Context: an optimization exercise on an open-source flow, tuned for small area, a short achievable clock period and few clock cycles per item. The choices shown serve that exercise and are no tape-out recipe.
RTL that was checked went through simulation tests only; none was proved equivalent to the original.

==> flow/design.v <==
`timescale 1ns / 1ps
module sort_top ( t_go, t_rst, t_clk, t_n, t_wr_en, t_wr_addr, t_wr_data, t_sorted_data, t_done);
input t_go, t_rst, t_clk;
input [5:0] t_n;
input t_wr_en;
input [4:0] t_wr_addr;
input [7:0] t_wr_data;
output [7:0] t_sorted_data;
output t_done;
localparam R = 2;        
localparam C = 16;       
reg [7:0] v [0:R-1][0:C-1];
reg       act_e;         
reg       act_o;         
reg       merge;         
reg       calm1;         
reg       calm2;         
reg [4:0] cnt;           
reg [4:0] rl [0:R-1];    
reg [5:0] n_q;           
reg [7:0] out_q;
reg       done_q;
reg       idle;          
function gt8(input [7:0] x, input [7:0] y);
  reg [7:0] g, l;
  reg [3:0] g1, l1;
  reg [1:0] g2, l2;
  integer i;
  begin
    g = x & ~y;
    l = ~x & y;
    for (i = 0; i < 4; i = i + 1) begin
      g1[i] = g[2*i+1] | (~l[2*i+1] & g[2*i]);
      l1[i] = l[2*i+1] | (~g[2*i+1] & l[2*i]);
    end
    for (i = 0; i < 2; i = i + 1) begin
      g2[i] = g1[2*i+1] | (~l1[2*i+1] & g1[2*i]);
      l2[i] = l1[2*i+1] | (~g1[2*i+1] & l1[2*i]);
    end
    gt8 = g2[1] | (~l2[1] & g2[0]);
  end
endfunction
wire [C-2:0] sw [0:R-1];
wire [R-1:0] row_sw;
wire [R-1:0] hv;
wire [R-1:0] win;
reg          b_lt;
assign win[0] = hv[0] & (~hv[1] | ~b_lt);
assign win[1] = hv[1] & (~hv[0] | b_lt);
wire [R-1:0] adv;
assign adv[0] = (merge & win[0]) | sw[0][0];
assign adv[1] = (merge & win[1]) | sw[1][0];
wire b_lt_next = adv[0] ? (adv[1] ? gt8(v[0][1], v[1][1]) : gt8(v[0][1], v[1][0]))
                        : (adv[1] ? gt8(v[0][0], v[1][1]) : gt8(v[0][0], v[1][0]));
genvar r, j, q;
generate
  for (r = 0; r < R; r = r + 1) begin : g_row
    for (j = 0; j < C-1; j = j + 1) begin : g_pair
      wire act = (j % 2 == 1) ? act_o : act_e;
      assign sw[r][j] = act & (n_q > R * (j + 1) + r) & gt8(v[r][j], v[r][j+1]);
    end
    assign row_sw[r] = |sw[r];
    assign hv[r] = (rl[r] != 5'd0);
  end
endgenerate
generate
  for (r = 0; r < R; r = r + 1) begin : g_rc
    for (j = 0; j < C; j = j + 1) begin : g_cell
      wire s_wr    = t_wr_en & (t_wr_addr == R * j + r);
      wire s_right = (merge & win[r]) | ((j < C-1) ? sw[r][(j < C-1) ? j : 0] : 1'b0);
      wire s_left  = (j > 0) ? sw[r][(j > 0) ? j-1 : 0] : 1'b0;
      wire s_hold  = ~(s_wr | s_right | s_left);
      wire [7:0] vr = (j < C-1) ? v[r][(j < C-1) ? j+1 : j] : 8'd0;
      wire [7:0] vf = (j > 0) ? v[r][(j > 0) ? j-1 : j] : 8'd0;
      always @(posedge t_clk)
        v[r][j] <= ({8{s_wr}} & t_wr_data) | ({8{s_right}} & vr) | ({8{s_left}} & vf) | ({8{s_hold}} & v[r][j]);
    end
    always @(posedge t_clk) begin
      if (idle)
        rl[r] <= (t_n + (R - 1 - r)) >> 1;
      else if (merge & win[r])
        rl[r] <= rl[r] - 5'd1;
    end
  end
endgenerate
wire [7:0] head_min = ({8{win[0]}} & v[0][0]) | ({8{win[1]}} & v[1][0]);
assign t_sorted_data = out_q;
assign t_done = done_q;
always @(posedge t_clk) begin
  n_q <= t_n;
  out_q <= head_min;
  b_lt <= b_lt_next;
  if (t_rst) begin
    act_e <= 1'b0;
    act_o <= 1'b0;
    merge <= 1'b0;
    idle <= 1'b1;
    done_q <= 1'b0;
  end else begin
    done_q <= merge;
    if (idle) begin
      act_e <= t_go;
      idle <= ~t_go;
      cnt <= (t_n + 6'd1) >> 1;
      calm1 <= 1'b0;
      calm2 <= 1'b0;
    end else if (act_e | act_o) begin
      calm1 <= ~(|row_sw);
      calm2 <= calm1;
      if (cnt == 5'd1 || (calm1 && calm2)) begin
        act_e <= 1'b0;
        act_o <= 1'b0;
        merge <= 1'b1;
      end else begin
        act_e <= act_o;
        act_o <= act_e;
        cnt <= cnt - 5'd1;
      end
    end else begin
      if ((rl[0] == 5'd1 && rl[1] == 5'd0) || (rl[0] == 5'd0 && rl[1] == 5'd1)) begin
        merge <= 1'b0;
        idle <= 1'b1;
      end
    end
  end
end
endmodule
clock: 6.5 ns
lec_check: 0
cap_margin: 20
core_margin: 2
core_utilization: 40
place_density: 0.5
setup_slack_margin: 4.2
slew_margin: 20
standard.sh (not shown) runs the stock make flow with config.mk's settings and CLKGATE_MAP_FILE= SYNTH_SCRIPT=/design/flow/synth_recipe.tcl, a recipe that flattens the netlist after the stock synthesis.
==> flow/flow/run.sh <==
#!/bin/bash
# The standard layout (standard.sh), except that abc maps the logic with an
# area-oriented script (flow/area.abc) in place of ORFS's speed script, and
# that the make variables listed in flow/make_args.txt (one per line) are
# added to ORFS's make command line. The synthesis is otherwise
# synth_recipe.tcl unchanged, so the registers and their names are the
# standard synthesis's. Each tool's output goes to a log here.
set -euo pipefail
W=$PWD
{
  printf 'proc abc {args} {\n'
  printf '  set i [lsearch -exact $args -script]\n'
  printf '  if {$i >= 0} { lset args [expr {$i + 1}] %s }\n' "$W/flow/area.abc"
  printf '  yosys abc {*}$args\n'
  printf '}\n'
  cat "$W/synth_recipe.tcl"
} > "$W/area_synth.tcl"
EXTRA=""
if [[ -f "$W/flow/make_args.txt" ]]; then
  while IFS= read -r line; do
    [[ -n "$line" ]] && EXTRA+=" '$line'"
  done < "$W/flow/make_args.txt"
fi
sed -e "s#SYNTH_SCRIPT=[^ ]*synth_recipe.tcl#SYNTH_SCRIPT=$W/area_synth.tcl#" \
    -e "s#^make -C \([^ ]*\) #make -C \1$EXTRA #" "$W/standard.sh" > "$W/area_standard.sh"
grep -q "SYNTH_SCRIPT=$W/area_synth.tcl" "$W/area_standard.sh"
bash "$W/area_standard.sh" > "$W/make.log" 2>&1
==> flow/flow/area.abc <==
strash
dch
map -a
topo
stime -c
==> flow/flow/make_args.txt <==
MATCH_CELL_FOOTPRINT=0
BUFFER_PORTS_ARGS=-buffer_cell sky130_fd_sc_hd__buf_4
Testbench counts at the start, summed over its fixed seeds: cycles 4,189, items 1,645.
Edit:
--- a/flow/design.v
+++ b/flow/design.v
@@ -17,7 +17,6 @@
 reg       calm2;         
 reg [4:0] cnt;           
 reg [4:0] rl [0:R-1];    
-reg [5:0] n_q;           
 reg [7:0] out_q;
 reg       done_q;
 reg       idle;          
@@ -56,8 +55,8 @@
 generate
   for (r = 0; r < R; r = r + 1) begin : g_row
     for (j = 0; j < C-1; j = j + 1) begin : g_pair
-      wire act = (j % 2 == 1) ? act_o : act_e;
-      assign sw[r][j] = act & (n_q > R * (j + 1) + r) & gt8(v[r][j], v[r][j+1]);
+      wire act = (j % 2 == 1) ? act_o : (act_e | (idle & t_go));
+      assign sw[r][j] = act & (t_n > R * (j + 1) + r) & gt8(v[r][j], v[r][j+1]);
     end
     assign row_sw[r] = |sw[r];
     assign hv[r] = (rl[r] != 5'd0);
@@ -87,7 +86,6 @@
 assign t_sorted_data = out_q;
 assign t_done = done_q;
 always @(posedge t_clk) begin
-  n_q <= t_n;
   out_q <= head_min;
   b_lt <= b_lt_next;
   if (t_rst) begin
@@ -99,9 +97,14 @@
   end else begin
     done_q <= merge;
     if (idle) begin
-      act_e <= t_go;
       idle <= ~t_go;
-      cnt <= (t_n + 6'd1) >> 1;
+      if (t_go) begin
+        if (t_n <= 6'd2)
+          merge <= 1'b1;
+        else
+          act_o <= 1'b1;
+      end
+      cnt <= ((t_n + 6'd1) >> 1) - 5'd1;
       calm1 <= 1'b0;
       calm2 <= 1'b0;
     end else if (act_e | act_o) begin
The new run produced a clean layout.
Wire length went up by 6.9%.
Cell area went up by about 10%.
Sequential share of layout area went down by 3.5 points.
Utilization went up by 4.4 points.
Fmax went down by 16%.
Die area went up by about 1.2%.
For the second run of this note, only the layout was checked, not whether the RTL still works.

[re-timing with driven ports]
The flow's constraints put no driver on any port. The routed layouts listed below were extracted and timed again, unchanged, in two steps. Step 1 assumes that a clkbuf_16 drives the clock port and a buf_2 every other input. Step 2 also shifts input and output timing later by t, the mid clock arrival at the registers, as if the neighbouring blocks saw the same clock. Slacks: ideal / step 1 / step 2; pairs: ideal / step 1.
| run | t, ns | setup slack, ns | hold WS [ns] | worst setup path at the end | pins driven straight from the clock port |
|---|---|---|---|---|---|
| the first run | 0.617 | 4.168 / 4.149 / 3.658 | 0.477 / 0.477 / 0.477 | input to register | 1 |
| the second run | 0.623 | 3.722 / 3.718 / 3.096 | 0.460 / 0.460 / 0.460 | input to register | 1 |
After both steps setup and hold are still met in every run listed. The setup slack of the second run, which loses most, moves by -0.004 ns with the drivers and by -0.626 ns with both steps.
